Context: an optimization exercise on an open-source flow, tuned for small area, a short achievable clock period and few clock cycles. The choices shown serve that exercise and are no tape-out recipe. RTL that was checked went through simulation tests only; none was proved equivalent to the original. No activity file was given, so power comes from the tool's default toggle rates.

==> flow/design.v <==
module pipelinedPS#(parameter OP_WIDTH  = 4,
                    parameter CV_WIDTH  = 10,
                    parameter HZ_CV_WIDTH  = 10,
                    parameter STATES_WIDTH  = 15,
                    parameter ADDR_WIDTH  = 8,
                    parameter DATA_WIDTH  = 16,
                    parameter REG_WIDTH   = 4,
                    parameter IMM8_WIDTH  = 8,
                    parameter REG_NUM     = 16)
       (
           input  clk,
           input  rst,
           input  start,
           output reg stop_o,
           input   [DATA_WIDTH-1:0]  im_r_data,
           output  [ADDR_WIDTH-1:0]  im_addr,
           output  [ADDR_WIDTH-1:0] dm_addr,
           output  dm_wr,
           input  [DATA_WIDTH-1:0] dm_r_data,
           output [DATA_WIDTH-1:0] dm_w_data
       );
reg  [7:0]  pc;         
reg         run;
reg         vR;
reg  [15:0] ir;
reg         dsR;        
reg         vE;
reg         weE, lwE, swE, jmpzE;
reg         invE;       
reg         sltE, movE;
reg  [3:0]  rdE;
reg  [7:0]  immE;
reg  [15:0] aE, bE;
reg         gapE;       
reg         dsE;
reg         weW;
reg  [3:0]  rdW;
reg  [15:0] valW;
reg  [15:0] rf [0:15];
wire vF = run | start;
wire f_stop  = (im_r_data[15:12] == 4'b0111);
wire f_lwr0  = (im_r_data[15:8] == 8'h00);      
wire [3:0]  op  = ir[15:12];
wire [3:0]  rs  = ir[11:8];
wire [3:0]  rt  = ir[7:4];
wire [3:0]  rd  = ir[3:0];
wire r_lw    = (op == 4'b0000);
wire r_sw    = (op == 4'b0001);
wire r_add   = (op == 4'b0010);
wire r_mov   = (op == 4'b0011);
wire r_sub   = (op == 4'b0100);
wire r_jmpz  = (op == 4'b0101);
wire r_jump  = (op == 4'b0110);
wire r_stop  = (op == 4'b0111);
wire r_addf  = (op == 4'b1000);
wire r_multf = (op == 4'b1001);
wire r_slt   = (op == 4'b1010);
wire r_nop   = (op == 4'b1111);
wire r_we    = r_lw | r_add | r_mov | r_sub | r_addf | r_multf | r_slt;
wire r_rtype = r_add | r_sub | r_multf | r_nop | r_stop | r_jmpz | r_slt;
wire [3:0] r_rd = (r_lw | r_mov) ? rs : rd;
wire r_jumpgo = vR & r_jump & ~f_lwr0;
wire [16:0] sum  = {1'b0, aE} + {1'b0, bE ^ {16{invE}}} + {16'd0, invE};
wire        ltu  = ~sum[16];
wire [15:0] aluout = movE ? {{8{immE[7]}}, immE} :
                     sltE ? {15'd0, ltu} : sum[15:0];
wire e_skip = vE & jmpzE & (aE == 16'd0);    
wire gapR = (vE & lwE & r_rtype & ((rs == rdE) | (rt == rdE))) | (vE & dsE);
wire e_fwd_g = lwE & ~(r_addf & ~gapR);
wire [15:0] resE = e_fwd_g ? dm_r_data : aluout;
wire useW_lw = gapE | gapR;
wire hitE_a = vE & weE & (rdE == rs);
wire hitE_b = vE & weE & (rdE == rt);
wire hitW_a = weW & (rdW == rs);
wire hitW_b = weW & (rdW == rt);
wire [15:0] sel_a = 16'd1 << rs;
wire [15:0] sel_b = 16'd1 << rt;
wire [15:0] rf_a, rf_b;
genvar g, k;
generate
    for (g = 0; g < 16; g = g + 1) begin: rdp
        wire [15:0] col;
        for (k = 0; k < 16; k = k + 1) begin: c
            assign col[k] = rf[k][g];
        end
        rf_rdmux ua (.d(col), .sel(sel_a), .y(rf_a[g]));
        rf_rdmux ub (.d(col), .sel(sel_b), .y(rf_b[g]));
    end
endgenerate
wire ua_E = hitE_a & ~r_lw;
wire ub_E = hitE_b & ~r_lw;
wire ua_W = hitW_a & ~ua_E & (~r_lw | useW_lw);
wire ub_W = hitW_b & ~ub_E & (~r_lw | useW_lw);
wire ua_R = ~ua_E & ~ua_W;
wire ub_R = ~ub_E & ~ub_W;
wire [15:0] a_n = (resE & {16{ua_E}}) | (valW & {16{ua_W}}) | (rf_a & {16{ua_R}});
wire [15:0] b_n = (resE & {16{ub_E}}) | (valW & {16{ub_W}}) | (rf_b & {16{ub_R}});
assign im_addr = pc;
always @(posedge clk) begin
    if (rst) begin
        pc <= 8'd1;
        run <= 1'b0;
        stop_o <= 1'b0;
        vR <= 1'b0;
        vE <= 1'b0;
        weW <= 1'b0;
    end else begin
        if (vF)
            pc <= r_jumpgo ? ir[7:0] : pc + 8'd1;
        run <= vF & ~f_stop;
        stop_o <= vF & f_stop;
        vR <= vF;
        vE <= vR & ~e_skip;
        weW <= vE & weE;
    end
end
always @(posedge clk) begin
    ir    <= im_r_data;
    dsR   <= vR & r_jump;
    weE   <= r_we;
    lwE   <= r_lw;
    swE   <= r_sw;
    jmpzE <= r_jmpz;
    invE  <= r_sub | r_slt;
    sltE  <= r_slt;
    movE  <= r_mov;
    rdE   <= r_rd;
    immE  <= ir[7:0];
    aE    <= a_n;
    bE    <= b_n;
    gapE  <= gapR;
    dsE   <= dsR;
    rdW   <= rdE;
    valW  <= lwE ? dm_r_data : aluout;
end
wire [15:0] rf_wen = {16{rst}} | ({16{weW}} & (16'd1 << rdW));
wire [15:0] rf_wd  = rst ? 16'd0 : valW;
always @(posedge clk) begin: rf_write
    integer i;
    for (i = 0; i < 16; i = i + 1)
        if (rf_wen[i])
            rf[i] <= rf_wd;
end
assign dm_addr   = immE;
assign dm_wr     = vE & swE;
assign dm_w_data = aE;
endmodule
module rf_rdmux(input [15:0] d, input [15:0] sel, output y);
wire [5:0] p;
wire [1:0] q;
genvar k;
generate
    for (k = 0; k < 5; k = k + 1) begin: g
        rf_aoi222 u (.a(d[3*k]), .b(sel[3*k]), .c(d[3*k+1]), .d(sel[3*k+1]),
                     .e(d[3*k+2]), .f(sel[3*k+2]), .y(p[k]));
    end
endgenerate
rf_nand2 u5 (.a(d[15]), .b(sel[15]), .y(p[5]));
rf_nand3 n0 (.a(p[0]), .b(p[1]), .c(p[2]), .y(q[0]));
rf_nand3 n1 (.a(p[3]), .b(p[4]), .c(p[5]), .y(q[1]));
rf_or2   o  (.a(q[0]), .b(q[1]), .y(y));
endmodule
module rf_aoi222(input a, input b, input c, input d, input e, input f, output y);
assign y = ~((a & b) | (c & d) | (e & f));
endmodule
module rf_nand2(input a, input b, output y);
assign y = ~(a & b);
endmodule
module rf_nand3(input a, input b, input c, output y);
assign y = ~(a & b & c);
endmodule
module rf_or2(input a, input b, output y);
assign y = a | b;
endmodule
Settings: LEC_CHECK=0, CAP_MARGIN=20, CORE_MARGIN=2, CORE_UTILIZATION=50, CTS_CLUSTER_DIAMETER=100, CTS_CLUSTER_SIZE=24, SETUP_SLACK_MARGIN=3.4, SLEW_MARGIN=20, SYNTH_HIERARCHICAL=1, SYNTH_MINIMUM_KEEP_SIZE=0; clock period 6.0 ns.
run.sh (not shown) runs the stock make flow with config.mk's settings and CLKGATE_MAP_FILE= SYNTH_SCRIPT=/design/flow/synth_recipe.tcl, a recipe that flattens the netlist after the stock synthesis.
The first run finished with timing, DRC and antenna clean.
Testbench counts at the start, summed over its fixed seeds: cycles 67,337.
Edit:
--- a/flow/design.v
+++ b/flow/design.v
@@ -31,5 +31,5 @@
 reg  [3:0]  rdE;
 reg  [7:0]  immE;
-reg  [15:0] aE, bE;
+reg  [15:0] aE, bE;     
 reg         gapE;       
 reg         dsE;
@@ -61,5 +61,5 @@
 wire [3:0] r_rd = (r_lw | r_mov) ? rs : rd;
 wire r_jumpgo = vR & r_jump & ~f_lwr0;
-wire [16:0] sum  = {1'b0, aE} + {1'b0, bE ^ {16{invE}}} + {16'd0, invE};
+wire [16:0] sum  = {1'b0, aE} + {1'b0, bE} + {16'd0, invE};
 wire        ltu  = ~sum[16];
 wire [15:0] aluout = movE ? {{8{immE[7]}}, immE} :
@@ -95,5 +95,6 @@
 wire ub_R = ~ub_E & ~ub_W;
 wire [15:0] a_n = (resE & {16{ua_E}}) | (valW & {16{ua_W}}) | (rf_a & {16{ua_R}});
-wire [15:0] b_n = (resE & {16{ub_E}}) | (valW & {16{ub_W}}) | (rf_b & {16{ub_R}});
+wire [15:0] b_n = ((resE & {16{ub_E}}) | (valW & {16{ub_W}}) | (rf_b & {16{ub_R}})) ^
+                  {16{r_sub | r_slt}};
 assign im_addr = pc;
 always @(posedge clk) begin
After rerunning:
- final area came out lower by 0.84%
- via count decreases by 2.3%
- utilization went down by 0.34 points
- register-to-register slack improves by 90 ps
- clock-buffer cell count falls by 1
- critical path depth is unchanged
- clock skew shrinks by 15 ps
- worst setup slack improves by 94 ps
- cell count goes down by 2.4%
- non-clock buffer count shrinks by 11
Testbench counts after the change, summed over its fixed seeds: cycles 67,337.


run 1:
Starts from the design.v that is shown in full above.
Settings: LEC_CHECK=0, CAP_MARGIN=20, CORE_MARGIN=2, CORE_UTILIZATION=50, SETUP_SLACK_MARGIN=3.4, SLEW_MARGIN=20, SYNTH_HIERARCHICAL=1, SYNTH_MINIMUM_KEEP_SIZE=0; clock period 6.0 ns.
Testbench counts of run 1, summed over its fixed seeds: cycles 67,337.
#### Input delta (run 2 over run 1)
-- flow/design.v --
<<< run 1, line 31
reg  [3:0]  rdE;
reg  [7:0]  immE;
reg  [15:0] aE, bE;
reg         gapE;       
reg         dsE;
>>> run 2, line 31
reg  [3:0]  rdE;
reg  [7:0]  immE;
reg  [15:0] aE, bE;     
reg         gapE;       
reg         dsE;
<<< run 1, line 61
wire [3:0] r_rd = (r_lw | r_mov) ? rs : rd;
wire r_jumpgo = vR & r_jump & ~f_lwr0;
wire [16:0] sum  = {1'b0, aE} + {1'b0, bE ^ {16{invE}}} + {16'd0, invE};
wire        ltu  = ~sum[16];
wire [15:0] aluout = movE ? {{8{immE[7]}}, immE} :
>>> run 2, line 61
wire [3:0] r_rd = (r_lw | r_mov) ? rs : rd;
wire r_jumpgo = vR & r_jump & ~f_lwr0;
wire [16:0] sum  = {1'b0, aE} + {1'b0, bE} + {16'd0, invE};
wire        ltu  = ~sum[16];
wire [15:0] aluout = movE ? {{8{immE[7]}}, immE} :
<<< run 1, line 95
wire ub_R = ~ub_E & ~ub_W;
wire [15:0] a_n = (resE & {16{ua_E}}) | (valW & {16{ua_W}}) | (rf_a & {16{ua_R}});
wire [15:0] b_n = (resE & {16{ub_E}}) | (valW & {16{ub_W}}) | (rf_b & {16{ub_R}});
assign im_addr = pc;
always @(posedge clk) begin
>>> run 2, line 95
wire ub_R = ~ub_E & ~ub_W;
wire [15:0] a_n = (resE & {16{ua_E}}) | (valW & {16{ua_W}}) | (rf_a & {16{ua_R}});
wire [15:0] b_n = ((resE & {16{ub_E}}) | (valW & {16{ub_W}}) | (rf_b & {16{ub_R}})) ^
                  {16{r_sub | r_slt}};
assign im_addr = pc;
always @(posedge clk) begin
==> comparison <==
- Between run 1 and run 2, area enclosed by the die boundary decreased.
- Note that the clock tree buffer count of the final layout recorded for run 1 amounts to 1.16 times the value seen in run 2.
- Run 2 ended with less final instance count without filler cells than run 1.
- Comparing run 1 with run 2, the height of the die came out essentially unchanged.
- Note that the count of distinct cell types in the synthesized netlist recorded for run 2 amounts to 1.18 times the value seen in run 1.
- The run showing the greater post-synthesis instance total is run 1.
- In the flow results for run 2 and run 1, the proportion of layout cells with a drive suffix above 1 is larger on run 2.
- Run 2 completed; timing, DRC and antenna clean
- The higher proportion of power drawn by combinational gates of run 2 and run 1 is in run 1.
- Against run 1, run 2 comes in 0.46 points higher on growth of design area from synthesis to finish.
- On wire length, run 1 tracks run 2 almost exactly.
- Compared with run 1, in run 2 clock skew went up; overall power +about 1.6%.
- Total cell area at the placement stage was higher in the run labelled run 1.
Testbench counts of run 2, summed over its fixed seeds: cycles 67,337.


Another version of the RTL of pipelinedPS (not shown whole).
For scale: about 370 flip-flops.
==> module pipelinedPS, before the edit <==
module pipelinedPS#(parameter OP_WIDTH  = 4,
                    parameter CV_WIDTH  = 10,
                    parameter HZ_CV_WIDTH  = 10,
                    parameter STATES_WIDTH  = 15,
                    parameter ADDR_WIDTH  = 8,
                    parameter DATA_WIDTH  = 16,
                    parameter REG_WIDTH   = 4,
                    parameter IMM8_WIDTH  = 8,
                    parameter REG_NUM     = 16)
       (
           input  clk,
           input  rst,
           input  start,
           output reg stop_o,
           input   [DATA_WIDTH-1:0]  im_r_data,
           output  [ADDR_WIDTH-1:0]  im_addr,
           output  [ADDR_WIDTH-1:0] dm_addr,
           output  dm_wr,
           input  [DATA_WIDTH-1:0] dm_r_data,
           output [DATA_WIDTH-1:0] dm_w_data
       );
reg  [7:0]  pc;         
reg         run;
reg         vR;
reg  [15:0] ir;
reg         dsR;        
reg         vE;
reg         weE, lwE, swE, jmpzE;
reg         invE;       
reg         sltE, movE;
reg  [3:0]  rdE;
reg  [7:0]  immE;
reg  [15:0] aE, bE;
reg         gapE;       
reg         dsE;
reg  [15:0] wenW;       
reg  [15:0] valW;
reg  [15:0] rf [0:15];
wire vF = run | start;
wire f_stop  = (im_r_data[15:12] == 4'b0111);
wire f_lwr0  = (im_r_data[15:8] == 8'h00);      
wire [3:0]  op  = ir[15:12];
wire [3:0]  rs  = ir[11:8];
wire [3:0]  rt  = ir[7:4];
wire [3:0]  rd  = ir[3:0];
wire r_lw    = (op == 4'b0000);
wire r_sw    = (op == 4'b0001);
wire r_add   = (op == 4'b0010);
wire r_mov   = (op == 4'b0011);
wire r_sub   = (op == 4'b0100);
wire r_jmpz  = (op == 4'b0101);
wire r_jump  = (op == 4'b0110);
wire r_stop  = (op == 4'b0111);
wire r_addf  = (op == 4'b1000);
wire r_multf = (op == 4'b1001);
wire r_slt   = (op == 4'b1010);
wire r_nop   = (op == 4'b1111);
wire r_we    = r_lw | r_add | r_mov | r_sub | r_addf | r_multf | r_slt;
wire r_rtype = r_add | r_sub | r_multf | r_nop | r_stop | r_jmpz | r_slt;
wire [3:0] r_rd = (r_lw | r_mov) ? rs : rd;
wire r_jumpgo = vR & r_jump & ~f_lwr0;
wire [16:0] sum  = {1'b0, aE} + {1'b0, bE ^ {16{invE}}} + {16'd0, invE};
wire        ltu  = ~sum[16];
wire [15:0] aluout = movE ? {{8{immE[7]}}, immE} :
                     sltE ? {15'd0, ltu} : sum[15:0];
wire e_skip = vE & jmpzE & (aE == 16'd0);    
wire gapR = (vE & lwE & r_rtype & ((rs == rdE) | (rt == rdE))) | (vE & dsE);
wire e_fwd_g = lwE & ~(r_addf & ~gapR);
wire [15:0] resE = e_fwd_g ? dm_r_data : aluout;
wire useW_lw = gapE | gapR;
wire hitE_a = vE & weE & (rdE == rs);
wire hitE_b = vE & weE & (rdE == rt);
wire hitW_a = |(wenW & (16'd1 << rs));
wire hitW_b = |(wenW & (16'd1 << rt));
wire [15:0] sel_a = 16'd1 << rs;
wire [15:0] sel_b = 16'd1 << rt;
wire [15:0] rf_a, rf_b;
genvar g, k;
generate
    for (g = 0; g < 16; g = g + 1) begin: rdp
        wire [15:0] col;
        for (k = 0; k < 16; k = k + 1) begin: c
            assign col[k] = rf[k][g];
        end
        rf_rdmux ua (.d(col), .sel(sel_a), .y(rf_a[g]));
        rf_rdmux ub (.d(col), .sel(sel_b), .y(rf_b[g]));
    end
endgenerate
wire ua_E = hitE_a & ~r_lw;
wire ub_E = hitE_b & ~r_lw;
wire ua_W = hitW_a & ~ua_E & (~r_lw | useW_lw);
wire ub_W = hitW_b & ~ub_E & (~r_lw | useW_lw);
wire ua_R = ~ua_E & ~ua_W;
wire ub_R = ~ub_E & ~ub_W;
wire [15:0] a_n = (resE & {16{ua_E}}) | (valW & {16{ua_W}}) | (rf_a & {16{ua_R}});
wire [15:0] b_n = (resE & {16{ub_E}}) | (valW & {16{ub_W}}) | (rf_b & {16{ub_R}});
assign im_addr = pc;
always @(posedge clk) begin
    if (rst) begin
        pc <= 8'd1;
        run <= 1'b0;
        stop_o <= 1'b0;
        vR <= 1'b0;
        vE <= 1'b0;
        wenW <= 16'd0;
    end else begin
        if (vF)
            pc <= r_jumpgo ? ir[7:0] : pc + 8'd1;
        run <= vF & ~f_stop;
        stop_o <= vF & f_stop;
        vR <= vF;
        vE <= vR & ~e_skip;
        wenW <= {16{vE & weE}} & (16'd1 << rdE);
    end
end
always @(posedge clk) begin
    ir    <= im_r_data;
    dsR   <= vR & r_jump;
    weE   <= r_we;
    lwE   <= r_lw;
    swE   <= r_sw;
    jmpzE <= r_jmpz;
    invE  <= r_sub | r_slt;
    sltE  <= r_slt;
    movE  <= r_mov;
    rdE   <= r_rd;
    immE  <= ir[7:0];
    aE    <= a_n;
    bE    <= b_n;
    gapE  <= gapR;
    dsE   <= dsR;
    valW  <= lwE ? dm_r_data : aluout;
end
wire [15:0] rf_wen = {16{rst}} | wenW;
wire [15:0] rf_wd  = rst ? 16'd0 : valW;
always @(posedge clk) begin: rf_write
    integer i;
    for (i = 0; i < 16; i = i + 1)
        if (rf_wen[i])
            rf[i] <= rf_wd;
end
assign dm_addr   = immE;
assign dm_wr     = vE & swE;
assign dm_w_data = aE;
endmodule
==> module rf_rdmux, before the edit <==
module rf_rdmux(input [15:0] d, input [15:0] sel, output y);
wire [5:0] p;
wire [1:0] q;
genvar k;
generate
    for (k = 0; k < 5; k = k + 1) begin: g
        rf_aoi222 u (.a(d[3*k]), .b(sel[3*k]), .c(d[3*k+1]), .d(sel[3*k+1]),
                     .e(d[3*k+2]), .f(sel[3*k+2]), .y(p[k]));
    end
endgenerate
rf_nand2 u5 (.a(d[15]), .b(sel[15]), .y(p[5]));
rf_nand3 n0 (.a(p[0]), .b(p[1]), .c(p[2]), .y(q[0]));
rf_nand3 n1 (.a(p[3]), .b(p[4]), .c(p[5]), .y(q[1]));
rf_or2   o  (.a(q[0]), .b(q[1]), .y(y));
endmodule
==> module rf_nand2, before the edit <==
module rf_nand2(input a, input b, output y);
assign y = ~(a & b);
endmodule
Settings: LEC_CHECK=0, CAP_MARGIN=20, CORE_MARGIN=2, CORE_UTILIZATION=50, SETUP_SLACK_MARGIN=3.4, SLEW_MARGIN=20, SYNTH_HIERARCHICAL=1, SYNTH_MINIMUM_KEEP_SIZE=0; clock period 6.0 ns.
Next try:
--- a/flow/design.v
+++ b/flow/design.v
@@ -31,11 +31,12 @@
 reg  [3:0]  rdE;
 reg  [7:0]  immE;
 reg  [15:0] aE, bE;
 reg         gapE;       
 reg         dsE;
-reg  [15:0] wenW;       
+reg         weW;
+reg  [3:0]  rdW;
 reg  [15:0] valW;
 reg  [15:0] rf [0:15];
 wire vF = run | start;
 wire f_stop  = (im_r_data[15:12] == 4'b0111);
 wire f_lwr0  = (im_r_data[15:8] == 8'h00);      
@@ -68,51 +69,51 @@
 wire e_fwd_g = lwE & ~(r_addf & ~gapR);
 wire [15:0] resE = e_fwd_g ? dm_r_data : aluout;
 wire useW_lw = gapE | gapR;
 wire hitE_a = vE & weE & (rdE == rs);
 wire hitE_b = vE & weE & (rdE == rt);
-wire hitW_a = |(wenW & (16'd1 << rs));
-wire hitW_b = |(wenW & (16'd1 << rt));
-wire [15:0] sel_a = 16'd1 << rs;
-wire [15:0] sel_b = 16'd1 << rt;
-wire [15:0] rf_a, rf_b;
-genvar g, k;
-generate
-    for (g = 0; g < 16; g = g + 1) begin: rdp
-        wire [15:0] col;
-        for (k = 0; k < 16; k = k + 1) begin: c
-            assign col[k] = rf[k][g];
-        end
-        rf_rdmux ua (.d(col), .sel(sel_a), .y(rf_a[g]));
-        rf_rdmux ub (.d(col), .sel(sel_b), .y(rf_b[g]));
-    end
-endgenerate
+wire hitW_a = weW & (rdW == rs);
+wire hitW_b = weW & (rdW == rt);
 wire ua_E = hitE_a & ~r_lw;
 wire ub_E = hitE_b & ~r_lw;
 wire ua_W = hitW_a & ~ua_E & (~r_lw | useW_lw);
 wire ub_W = hitW_b & ~ub_E & (~r_lw | useW_lw);
 wire ua_R = ~ua_E & ~ua_W;
 wire ub_R = ~ub_E & ~ub_W;
-wire [15:0] a_n = (resE & {16{ua_E}}) | (valW & {16{ua_W}}) | (rf_a & {16{ua_R}});
-wire [15:0] b_n = (resE & {16{ub_E}}) | (valW & {16{ub_W}}) | (rf_b & {16{ub_R}});
+wire [17:0] sel_a = {ua_E, ua_W, (16'd1 << rs) & {16{ua_R}}};
+wire [17:0] sel_b = {ub_E, ub_W, (16'd1 << rt) & {16{ub_R}}};
+wire [15:0] a_n, b_n;
+genvar g, k;
+generate
+    for (g = 0; g < 16; g = g + 1) begin: rdp
+        wire [17:0] col;
+        for (k = 0; k < 16; k = k + 1) begin: c
+            assign col[k] = rf[k][g];
+        end
+        assign col[16] = valW[g];
+        assign col[17] = resE[g];
+        rf_rdmux ua (.d(col), .sel(sel_a), .y(a_n[g]));
+        rf_rdmux ub (.d(col), .sel(sel_b), .y(b_n[g]));
+    end
+endgenerate
 assign im_addr = pc;
 always @(posedge clk) begin
     if (rst) begin
         pc <= 8'd1;
         run <= 1'b0;
         stop_o <= 1'b0;
         vR <= 1'b0;
         vE <= 1'b0;
-        wenW <= 16'd0;
+        weW <= 1'b0;
     end else begin
         if (vF)
             pc <= r_jumpgo ? ir[7:0] : pc + 8'd1;
         run <= vF & ~f_stop;
         stop_o <= vF & f_stop;
         vR <= vF;
         vE <= vR & ~e_skip;
-        wenW <= {16{vE & weE}} & (16'd1 << rdE);
+        weW <= vE & weE;
     end
 end
 always @(posedge clk) begin
     ir    <= im_r_data;
     dsR   <= vR & r_jump;
@@ -127,13 +128,14 @@
     immE  <= ir[7:0];
     aE    <= a_n;
     bE    <= b_n;
     gapE  <= gapR;
     dsE   <= dsR;
+    rdW   <= rdE;
     valW  <= lwE ? dm_r_data : aluout;
 end
-wire [15:0] rf_wen = {16{rst}} | wenW;
+wire [15:0] rf_wen = {16{rst}} | ({16{weW}} & (16'd1 << rdW));
 wire [15:0] rf_wd  = rst ? 16'd0 : valW;
 always @(posedge clk) begin: rf_write
     integer i;
     for (i = 0; i < 16; i = i + 1)
         if (rf_wen[i])
@@ -141,31 +143,27 @@
 end
 assign dm_addr   = immE;
 assign dm_wr     = vE & swE;
 assign dm_w_data = aE;
 endmodule
-module rf_rdmux(input [15:0] d, input [15:0] sel, output y);
+module rf_rdmux(input [17:0] d, input [17:0] sel, output y);
 wire [5:0] p;
 wire [1:0] q;
 genvar k;
 generate
-    for (k = 0; k < 5; k = k + 1) begin: g
+    for (k = 0; k < 6; k = k + 1) begin: g
         rf_aoi222 u (.a(d[3*k]), .b(sel[3*k]), .c(d[3*k+1]), .d(sel[3*k+1]),
                      .e(d[3*k+2]), .f(sel[3*k+2]), .y(p[k]));
     end
 endgenerate
-rf_nand2 u5 (.a(d[15]), .b(sel[15]), .y(p[5]));
 rf_nand3 n0 (.a(p[0]), .b(p[1]), .c(p[2]), .y(q[0]));
 rf_nand3 n1 (.a(p[3]), .b(p[4]), .c(p[5]), .y(q[1]));
 rf_or2   o  (.a(q[0]), .b(q[1]), .y(y));
 endmodule
 module rf_aoi222(input a, input b, input c, input d, input e, input f, output y);
 assign y = ~((a & b) | (c & d) | (e & f));
 endmodule
-module rf_nand2(input a, input b, output y);
-assign y = ~(a & b);
-endmodule
 module rf_nand3(input a, input b, input c, output y);
 assign y = ~(a & b & c);
 endmodule
 module rf_or2(input a, input b, output y);
 assign y = a | b;
The changed run passed the timing, DRC and antenna checks; core utilization grows by 4.9 points; via count barely changes; cell count drops by 4.8%; power fell by 1.3%; final area increases by 1.8%; routed wire length is higher by 3.4%; die area fell by 4.9%; sequential power decreases by about 2%; worst setup slack got worse by 0.46 ns; global-route usage went up by 3.2 points; clock-buffer cell count climbs by 8; area after synthesis shrinks by 5.0%; worst hold slack hardly moves.
No run of this note included a check of the RTL's function; only the layout flow was run.

[re-timing with driven ports]
In the flow no input, the clock included, has a driving cell. The finished layouts below were timed again as built, in two steps.
Step 1 assumes that a clkbuf_16 drives the clock port and a buf_2 every other input.
Step 2 times the ports against the registers' clock, not the clock port: input delays grow and output delays shrink by t, the midpoint of the rising clock arrivals with the driver on.
Three values: ideal, step 1, step 2; two values: the first two.
run	t, ns	slack for setup (ns)	worst hold slack (ns)
the first run of note 1	0.574	3.341 / 3.341 / 2.957	0.345 / 0.345 / 0.345
the second run of note 1	0.568	3.435 / 3.392 / 2.910	0.335 / 0.335 / 0.335
run 1	0.583	3.411 / 3.400 / 2.942	0.329 / 0.329 / 0.329
run 2	0.577	3.422 / 3.401 / 2.887	0.327 / 0.327 / 0.327
the first run of note 3	0.569	3.313 / 3.313 / 3.020	0.330 / 0.330 / 0.330
the second run of note 3	0.572	2.857 / 2.857 / 2.857	0.327 / 0.327 / 0.327
After both steps every run listed still meets setup and hold. The setup slack of run 2, which loses most, moves by -0.021 ns with the drivers and by -0.535 ns with both steps.
